Background: an optimization exercise with open tools, aiming at small area, a short achievable clock period and few clock cycles. Do not read the settings as production practice.
In this exercise RTL edits were held to simulation tests only and were not proved equivalent to the original.
No activity file was given, so power comes from the tool's default toggle rates.

$ cat flow/config.mk
export PLATFORM = sky130hd
export DESIGN_NAME = ysyx_22041412_mdu
export DESIGN_NICKNAME = ysyx_22041412_mdu
export VERILOG_FILES = /design/flow/design.v
export SDC_FILE = /design/flow/constraint.sdc
export NUM_CORES = 4
export LEC_CHECK = 0
export CAP_MARGIN = 20
export CORE_MARGIN = 2
export CORE_UTILIZATION = 40
export PLACE_DENSITY = 0.6
export SLEW_MARGIN = 20
$ cat flow/constraint.sdc
create_clock -name core_clock -period 6.0 [get_ports {clk}]
set_input_delay 1.2000 -clock core_clock [delete_from_list [all_inputs] [get_ports {clk}]]
set_output_delay 1.2000 -clock core_clock [all_outputs]
set_load 0.01 [all_outputs]
$ cat flow/design.v
module ysyx_22041412_booth_code #(DATA_WIDTH = 64)(
    input  [DATA_WIDTH-1:0] multiplicand   , 
    input  [2:0]  code           , 
    output [DATA_WIDTH-1:0] product  
);
wire sign = multiplicand[DATA_WIDTH-1];
reg [DATA_WIDTH:0]op1;  
reg op2;        
always @(*)begin
	case (code)
		3'b000: op1= { (DATA_WIDTH+ 1 ){1'b0}};
		3'b001: op1= { sign, multiplicand    };
		3'b010: op1= { sign, multiplicand    };
		3'b011: op1= { multiplicand, 1'b0    };
		3'b100: op1= {~multiplicand, 1'b1    };
		3'b101: op1= {~sign, ~multiplicand   };
		3'b110: op1= {~sign, ~multiplicand   };
		default: op1= { (DATA_WIDTH + 1 ){1'b0}};
		endcase		
end          	
always @(*)begin
	case (code)
		3'b000: op2= 1'b0;
		3'b001: op2= 1'b0;
		3'b010: op2= 1'b0;
		3'b011: op2= 1'b0;
		3'b100: op2= 1'b1;
		3'b101: op2= 1'b1;
		3'b110: op2= 1'b1;
		default: op2= 1'b0;
		endcase		
end          	
assign product = op1[DATA_WIDTH-1:0] + {{DATA_WIDTH-1{1'b0}},op2};
endmodule
module ysyx_22041412_mul(
	input						clk,
	input						rst,
	input   					flush,			 
	input						mul_vaild_i,	 
	input		    [63:0]		multiplicand_i,	 
	input		    [63:0]		multiplier_i,	 
	input						mulw_i,			 
	input			[1:0]		mul_signed,		 
	input						mul_mode,   
	output  reg 		 	    mul_valid_o, 	 
	input						ready_i,
	output	reg		[63:0]		result_lo_o  	 
);
wire [129:0]multiplicand_abs;
wire [64:0]multiplier_abs;
reg [129:0]   multiplicand_r   	;
reg [66:0] 	  multiplier_r  	;
reg [129:0]   result;
wire [129:0]  product;
assign multiplicand_abs[129:64] = (mulw_i | ~mul_signed[1]) ? 66'b0 : {66{multiplicand_i[63]}};
assign multiplicand_abs[63:32]  = (mulw_i) ? 32'b0 : multiplicand_i[63:32];
assign multiplicand_abs[31:0]   = multiplicand_i[31:0];
assign multiplier_abs  [64]     = (mulw_i | ~mul_signed[0]) ? 1'b0 : multiplier_i[63];
assign multiplier_abs  [63:32]  = (mulw_i) ? 32'b0 : multiplier_i[63:32];
assign multiplier_abs  [31:0]   = multiplier_i[31:0];
reg [1:0]state;
parameter IDLE   = 2'b00;
parameter DOING  = 2'b01;
parameter FINISH = 2'b10;
always@(posedge clk) begin
  if(rst)state<=IDLE;
  else if(state==IDLE)  state<= (mul_vaild_i & ~mul_valid_o) ? DOING : IDLE ;
  else if(state==DOING) state<= (~|multiplier_r | &multiplier_r) ? FINISH :
  								(~mul_vaild_i) ? IDLE : DOING;
  else if(state==FINISH)state<= IDLE;
end
always @(posedge clk) begin
	if(rst)begin
			mul_valid_o         <= 1'b0;
			multiplicand_r		<= 0;
			multiplier_r		<= 0;  
	end else begin
		case (state)
		IDLE:begin
			if(mul_vaild_i & ~mul_valid_o)  begin
				multiplicand_r				<= multiplicand_abs;
				result					<= 0;
				multiplier_r				<= {multiplier_abs[64],multiplier_abs,1'b0};  
			end else if(ready_i)begin   
				mul_valid_o         <= 1'b0;
				multiplicand_r		<= 0;
				multiplier_r		<= 0;  
				result			    <= 0;
				result_lo_o         <= 0;
			end
		end
		DOING:begin
			if( |multiplier_r & ~&multiplier_r) begin
				result          <= result + product;
				multiplicand_r  <= multiplicand_r << 2;  
				multiplier_r    <= {{2{multiplier_r[66]}}, multiplier_r[66:2]};
			end  
		end
		FINISH:begin
			mul_valid_o     <= 1'b1;
			result_lo_o     <= (~mul_mode)?result[63:0] :result[127:64];
			multiplicand_r	<= 0;
			multiplier_r    <= 0;  
		end
		default:;
		endcase
	end
end
  ysyx_22041412_booth_code #(130) code (
	        .multiplicand     ( multiplicand_r     ),
			.code             ( multiplier_r[2:0]  ),
            .product          ( product            )
  );
endmodule
module ysyx_22041412_div (
input       clk,
input       rst,
input [63:0]dividend,   
input [63:0]divisor,    
input       div_valid,  
input       divw     ,  
input       div_signed, 
input       div_mode,   
output reg       out_valid, 
output reg[63:0] div_result
);
wire [31:0]dividend_b ;  
wire [31:0]divisor_b ;   
wire [63:0]dividend_abs;
wire [63:0]divisor_abs;
reg  [127:0]dividend_r;
reg  [63:0]divisor_r; 
reg        div_valid_r;
reg [63:0]quotient;      
reg [64:0]remainder; 	 
reg       div_doing; 
reg [5:0] div_count;              
reg       div_end;
assign dividend_b = (divw) ? (div_signed & dividend[31] )?  ~dividend[31:0] +1'b1 :  dividend[31:0] : 32'b0;
assign divisor_b  = (divw) ? (div_signed & divisor[31]  )?  ~divisor [31:0] +1'b1 :  divisor [31:0] : 32'b0;
assign dividend_abs = (div_signed & dividend[63])? ~dividend[63:0] +1'b1 :  dividend;
assign divisor_abs =  (div_signed & divisor[63]) ? ~divisor [63:0] +1'b1 :  divisor;
wire [64:0] dividend_sub;
assign dividend_sub  = dividend_r[127:63] - {{1'b0},divisor_r};
wire [32:0] dividend_sub_32;
assign dividend_sub_32 = dividend_r[95:63] - {{1'b0},divisor_r[31:0]};
always @(posedge clk)begin
    if(rst)begin
        div_doing<=  1'b0; 
    end else begin
        if(div_valid & ~div_doing)begin
            div_doing<=  1'b1;
        end else if(div_doing & out_valid)begin
            div_doing<=  1'b0;      
        end
        else begin
            div_doing<=  div_doing;   
        end
    end
end
reg dividend_signed;
reg divisor_signed;
wire quotient_signed;
wire remainder_signed;
assign quotient_signed  = (((dividend_signed & ~divisor_signed) || (~dividend_signed & divisor_signed)) && (|divisor_r)) ? 1'b1 :1'b0;
assign remainder_signed = dividend_signed;
always @(posedge clk)begin
    if(rst)begin
        out_valid  <= 1'b0;
        div_end    <= 1'b0;
        div_valid_r<= 1'b0;
    end
    else if(div_valid & ~div_doing)begin    
        div_count  <= divw ? 'd31 : 'd63;
        quotient   <= 64'b0;
        div_end    <= 1'b0;
        dividend_r <=  (~divw) ? {{64{1'b0}},dividend_abs} : {{64{1'b0}},dividend_b,{32{1'b0}}};
        divisor_r  <=  (~divw) ? divisor_abs  : {{32{1'b0}},divisor_b };
        div_valid_r<=  1'b1;
        dividend_signed  <= divw ?  dividend[31] : dividend[63];
        divisor_signed   <= divw ?  divisor[31]  : divisor[63] ;
    end
    else if(div_valid_r & ~div_end & ~out_valid)begin  
        case (divw)
        'b1:begin    
            if ( dividend_r[95:63] >= {{1'b0},divisor_r[31:0]}) begin  
                quotient[div_count] <= 1'b1;  
                dividend_r[95:64]   <=dividend_sub_32[31:0];
                dividend_r[63:0]    <=dividend_r[63:0] <<1 ;
            end  
            else begin  
                quotient[div_count] <= 1'b0;  
                dividend_r          <=dividend_r  <<1 ;
            end  
        end
        default :begin   
            if ( dividend_r[127:63] >= {{1'b0},divisor_r}) begin  
                quotient[div_count] <= 1'b1;  
                dividend_r[127:64]  <=dividend_sub[63:0];
                dividend_r[63:0]    <=dividend_r[63:0] <<1 ;
            end  
            else begin  
                quotient[div_count] <= 1'b0;  
                dividend_r          <=dividend_r  <<1 ;
            end  
        end     
        endcase
        div_count  <= div_count - 1'b1;
        div_end    <= (div_count==0) ?1'b1 :1'b0;
    end else if(div_end)begin
        out_valid  <= 1'b1;
        div_end    <= 1'b0;
        div_result <=  div_mode ? (div_signed & remainder_signed  ) ? ((~dividend_r[127:64]) +1'b1): dividend_r[127:64]:
                                  (div_signed & quotient_signed   ) ? ((~quotient) +1'b1) : quotient;
        div_count  <= 6'd0;
    end 
    else if(out_valid)begin
        out_valid<= 1'b0;
        div_count<= 6'd0;
        dividend_r <=  128'b0;
        divisor_r  <=  64'b0;
        div_valid_r<=  1'b0;
    end
end
endmodule
module ysyx_22041412_mdu(
  input         clk,
  input         rst,
  input         valid_i,     
  input  [2:0]  func3_i,     
  input         word_i,      
  input  [63:0] a_i,         
  input  [63:0] b_i,         
  output        ready_o,     
  output [63:0] result_o
);
  wire        is_div = func3_i[2];
  wire [1:0]  mul_signed = (func3_i==3'b000 || func3_i==3'b001) ? 2'b11 :
                           (func3_i==3'b010)                    ? 2'b10 : 2'b00;
  wire        mul_mode   = |func3_i[1:0];
  wire        div_signed = (func3_i==3'b100 || func3_i==3'b110) ? 1'b1 : 1'b0;
  wire        div_mode   = (func3_i[2:1]==2'b11) ? 1'b1 : 1'b0;
  wire        mul_done;
  wire        div_done;
  wire [63:0] mul_result;
  wire [63:0] div_result;
  ysyx_22041412_mul mul (
    .clk           (clk),
    .rst           (rst),
    .flush         (1'b0),
    .mul_vaild_i   (valid_i & ~is_div),
    .multiplicand_i(a_i),
    .multiplier_i  (b_i),
    .mulw_i        (word_i),
    .mul_signed    (mul_signed),
    .mul_mode      (mul_mode),
    .mul_valid_o   (mul_done),
    .ready_i       (1'b1),
    .result_lo_o   (mul_result)
  );
  ysyx_22041412_div div (
    .clk           (clk),
    .rst           (rst),
    .dividend      (a_i),
    .divisor       (b_i),
    .div_valid     (valid_i & is_div),
    .divw          (word_i),
    .div_signed    (div_signed),
    .div_mode      (div_mode),
    .out_valid     (div_done),
    .div_result    (div_result)
  );
  wire [63:0] res = is_div ? div_result : mul_result;
  assign ready_o  = is_div ? div_done : mul_done;
  assign result_o = word_i ? {{32{res[31]}}, res[31:0]} : res;
endmodule
$ cat flow/run.sh
#!/bin/bash
# synth_recipe.tcl (not shown) runs the flow's synth.tcl, then flattens the netlist and writes it again
# the make line also repeats each setting of config.mk as NAME=value (left out here)
make -C /OpenROAD-flow-scripts/flow DESIGN_CONFIG=/design/flow/config.mk WORK_HOME=/design/flow/orfs CLKGATE_MAP_FILE= SYNTH_SCRIPT=/design/flow/synth_recipe.tcl finish
==> results.json <==
{
  "p_sw_w": 0.004065,
  "cts_resized": 0,
  "p_leak_nw": 21.01,
  "drv_slew": 0,
  "clock.fmax_mhz": 178.6,
  "area_delta_synth_final_pct": 12.57,
  "final_area_um2": 58680,
  "min_period_ns": 5.600,
  "status": "finished clean",
  "dp.cells": 7784,
  "first_iter_violations": 5031,
  "die_w_um": 365.0,
  "switching_share": 0.2934,
  "clk_pin_slew_ns": 0.06,
  "wire_per_inst_um": 23.89,
  "initial_utilization": 0.4026,
  "clk_latency_ns": 0.71,
  "antenna_found_initial": 10,
  "htreeDepth": 3,
  "finClkSkew_ns": 0.03547,
  "synth_edf_count": 520,
  "ant_nets": 0,
  "yosysWarnings": 3,
  "max_stage_delay_ns": 0.58,
  "drive_gt1_frac": 0.05141,
  "endpoint_kind": "flip-flop",
  "ys_ff_latch": 722,
  "crit_fanout": 41,
  "crit_type": "flip-flop to flip-flop",
  "slowest_stage": "o41ai_2",
  "slew_headroom": 0.2245,
  "grt_remaining_overflow": 0,
  "vias": 47720,
  "n_fill_cell": 12770,
  "grt_first_pass_wirelength_um": 283300,
  "viasPerCell": 6.004,
  "worst_slew_pin_slew_ns": 1.153,
  "hold_viol": 0,
  "grt_pass1_vias": 44500,
  "postSynthCellCount": 6186,
  "synth_top_cell_area_share": 0.2995,
  "pwr-share-seq": 0.422,
  "rsz0062_at_grt": "false",
  "yosysTopAreaCell": "edfxtp_1",
  "gp_congestion": 0.9808,
  "clock_path_buffers": 3,
  "dpl-instance-area_um2": 55570,
  "final_cells": 7948,
  "r2r_setup_slack_ns": 0.40,
  "boundaryPins": 200,
  "cp-start-kind": "flip-flop",
  "synthTopCellsByArea": "edfxtp_1, dfxtp_1, xnor2_1, a21oi_1, nand2_1",
  "die_area_um2": 133200,
  "post-cts-setup-buffers": 0,
  "synthesis.area_um2": 52130,
  "drv_cap": 0,
  "cts_made_buffers": 87,
  "drc": 0,
  "io_buffers": 199,
  "tns_ns": 0,
  "hpwl_um": 144000,
  "crit_family": "compound AO/OA/AOI/OAI gates",
  "final_cell_mix": "nand2_1, nor2_1, a21oi_1",
  "ys_types": 83,
  "dieHeight_um": 365.0,
  "ys_seq_area_frac": 0.3771,
  "ir_drop_v": 0.0001854,
  "required_ns": 6.44,
  "final_common_cell": "nand2_1",
  "fin_nets": 6471,
  "power_density_nw_per_um2": 236.1,
  "p_int_w": 0.009788,
  "rows": 132,
  "arrival_ns": 6.04,
  "clockPowerShare": 0.413,
  "pwr-share-comb": 0.165,
  "cts_hold_buf": 0,
  "synth_ff_type": "edfxtp_1",
  "path_cells": "nor2_1, nand2_4, buf_4, o221ai_1, ha_1, nand4_1, nand2b_1, or3_1, a211oi_1, o21bai_1, o31a_1, o41ai_2, a31o_2, a41oi_1, xnor2_1, and2_1",
  "routed_wl_um": 189900,
  "grt_start_max_net_pins": 201,
  "clockRootBuffer": "clkbuf_16",
  "core_area_um2": 129500,
  "final-setup-viol-count": 0,
  "path_buf_inv": 1,
  "cts_sinks": 722,
  "hp-class": "flip-flop to flip-flop",
  "grt_usage": 0.2778,
  "period_share": 0.9333,
  "avgSynthCellArea_um2": 8.427,
  "drt-pass1-iter-count": 6,
  "cts_tree": "done",
  "synth_nets": 6526,
  "synth-async-reset-ratio": 0,
  "final_core_util": 0.4532
}
tightest hold or removal path: stages (launching register included):
cell,delay [ns]
dfxtp_1,0.31
nor2_1,0.10
nor3_1,0.05
registers in the layout (all words and copies together), names as in the netlist, 2 cells and up:
name and cells:
div.dividend_r 128, mul.multiplicand_r 128, mul.result 128, mul.multiplier_r 67, div.div_result 64, div.divisor_r 64
div.quotient 64, mul.result_lo_o 64, div.div_count 6, mul.state 2
synth_stat cells (10+ instances only):
library cell,instances
nand2b_1,48
inv_1,167
mux2_2,34
buf_2,15
o211ai_1,11
nand3_1,74
o21bai_1,61
nor2b_1,36
a211oi_1,179
a21boi_0,72
a31oi_1,50
and2_1,137
mux2i_1,53
dfxtp_1,202
xnor2_1,375
o21ai_0,354
a21o_1,93
o21a_1,28
nand2_1,683
or2_2,13
a21oi_1,587
a22oi_1,126
and3_1,23
or4_1,23
nor2_1,667
o41ai_1,11
or3_1,57
buf_1,28
nor3_1,198
o221ai_1,131
a311oi_1,37
o31ai_1,32
xor2_1,177
nor4_1,85
nor3b_1,10
clkbuf_1,373
ha_1,202
edfxtp_1,520
nand4_1,105
routing by layer:
metal / vias to the layer above / routed length (um) / track usage
met4: 8 / 6761 / 0.09707
met5: - / 54 / 0
met2: 1826 / 88150 / 0.4530
met3: 304 / 12340 / 0.03586
met1: 23100 / 82550 / 0.3781
li1: 22490 / - / -
path summary, 6_finish.rpt:
check,from,to,depth (start not counted)
setup / recovery,mul.multiplier_r[1]$_SDFFE_PP0P_,mul.result[122]$_SDFFCE_PP0P_,16
hold / removal,mul.multiplicand_r[127]$_SDFFE_PP0P_,mul.multiplicand_r[127]$_SDFFE_PP0P_,2
setup reg to reg,mul.multiplier_r[1]$_SDFFE_PP0P_,mul.result[122]$_SDFFCE_PP0P_,16
hold reg to reg,mul.multiplicand_r[127]$_SDFFE_PP0P_,mul.multiplicand_r[127]$_SDFFE_PP0P_,2
final cells by class:
class | count | area [um2] | area share
multi-input combinational | 4881 | 30460 | 0.5190
sequential | 722 | 19660 | 0.3351
timing repair buffer | 272 | 2659 | 0.04531
clock buffer | 112 | 2367 | 0.04034
tap | 1742 | 2180 | 0.03714
clock inverter | 51 | 728.2 | 0.01241
inverter | 167 | 626.9 | 0.01068
antenna | 1 | 2.502 | 0.00004264
power by group through the flow:
stage	Clock, W	Combinational, W	Sequential (W)
finish	0.00573	0.00229	0.00584
global route	0.00600	0.00249	0.00586
CTS	0.00581	0.00226	0.00583
detailed placement	0	0.00225	0.00594
global placement	0	0.00224	0.00594
floorplan	0	0.00150	0.00583
logic make-up (layout without fill, tap and decap cells):
group           count (synthesis)  in the layout  share of synthesized area
xor+xnor                      552            552                    0.09274
fa+ha+maj                     205            205                    0.04963
other cells                     0              1                          0
simple gates                 2195           2195                     0.1957
mux                            87             87                    0.01752
buf+inv                       583            602                    0.04234
compound gates               1842           1842                     0.2250
flops                         722            722                     0.3771
metrics by stage:
step / total power (W) / hold WS (ns) / setup slack [ns]
5_1_grt: 0.01434 / 0.5165 / 0.06490
3_5_place_dp: 0.008186 / 0.4967 / 0.5221
4_1_cts: 0.01391 / 0.5082 / 0.4596
3_3_place_gp: 0.008175 / 0.4833 / 0.6198
6_report: 0.01385 / 0.5084 / 0.4004
2_1_floorplan: 0.007326 / 0.4498 / 0.2251
Testbench counts, summed over its fixed seeds: cycles 152,522.

port drivers added, routing unchanged:
Ports are ideal in the flow. The routed layout listed here was re-timed in OpenROAD. Step 1 (the two cells are an assumption about what drives the block):
set clk [get_ports {clk}]
set_driving_cell -lib_cell sky130_fd_sc_hd__clkbuf_16 $clk
set_driving_cell -lib_cell sky130_fd_sc_hd__buf_2 [delete_from_list [all_inputs] $clk]
Step 2 adds t to the input delays and takes it off the output delays; t is the mean of the earliest and latest rising clock arrival at the registers after step 1. Input paths then give back, and output paths get back, about the clock's delay inside the block. Three values: no drivers, after step 1, after step 2; two values: the first two.
t, ns: 0.766
setup slack, ns: 0.400 / 0.400 / 0.400
hold slack, ns: 0.508 / 0.508 / 0.508
latest minus earliest clock arrival (ns): 0.035 / 0.035
worst register clock-pin slew, ns: 0.07 / 0.07
After both steps setup and hold are still met in this run. The setup slack of this run moves by 0.000 ns with the drivers and by 0.000 ns with both steps.
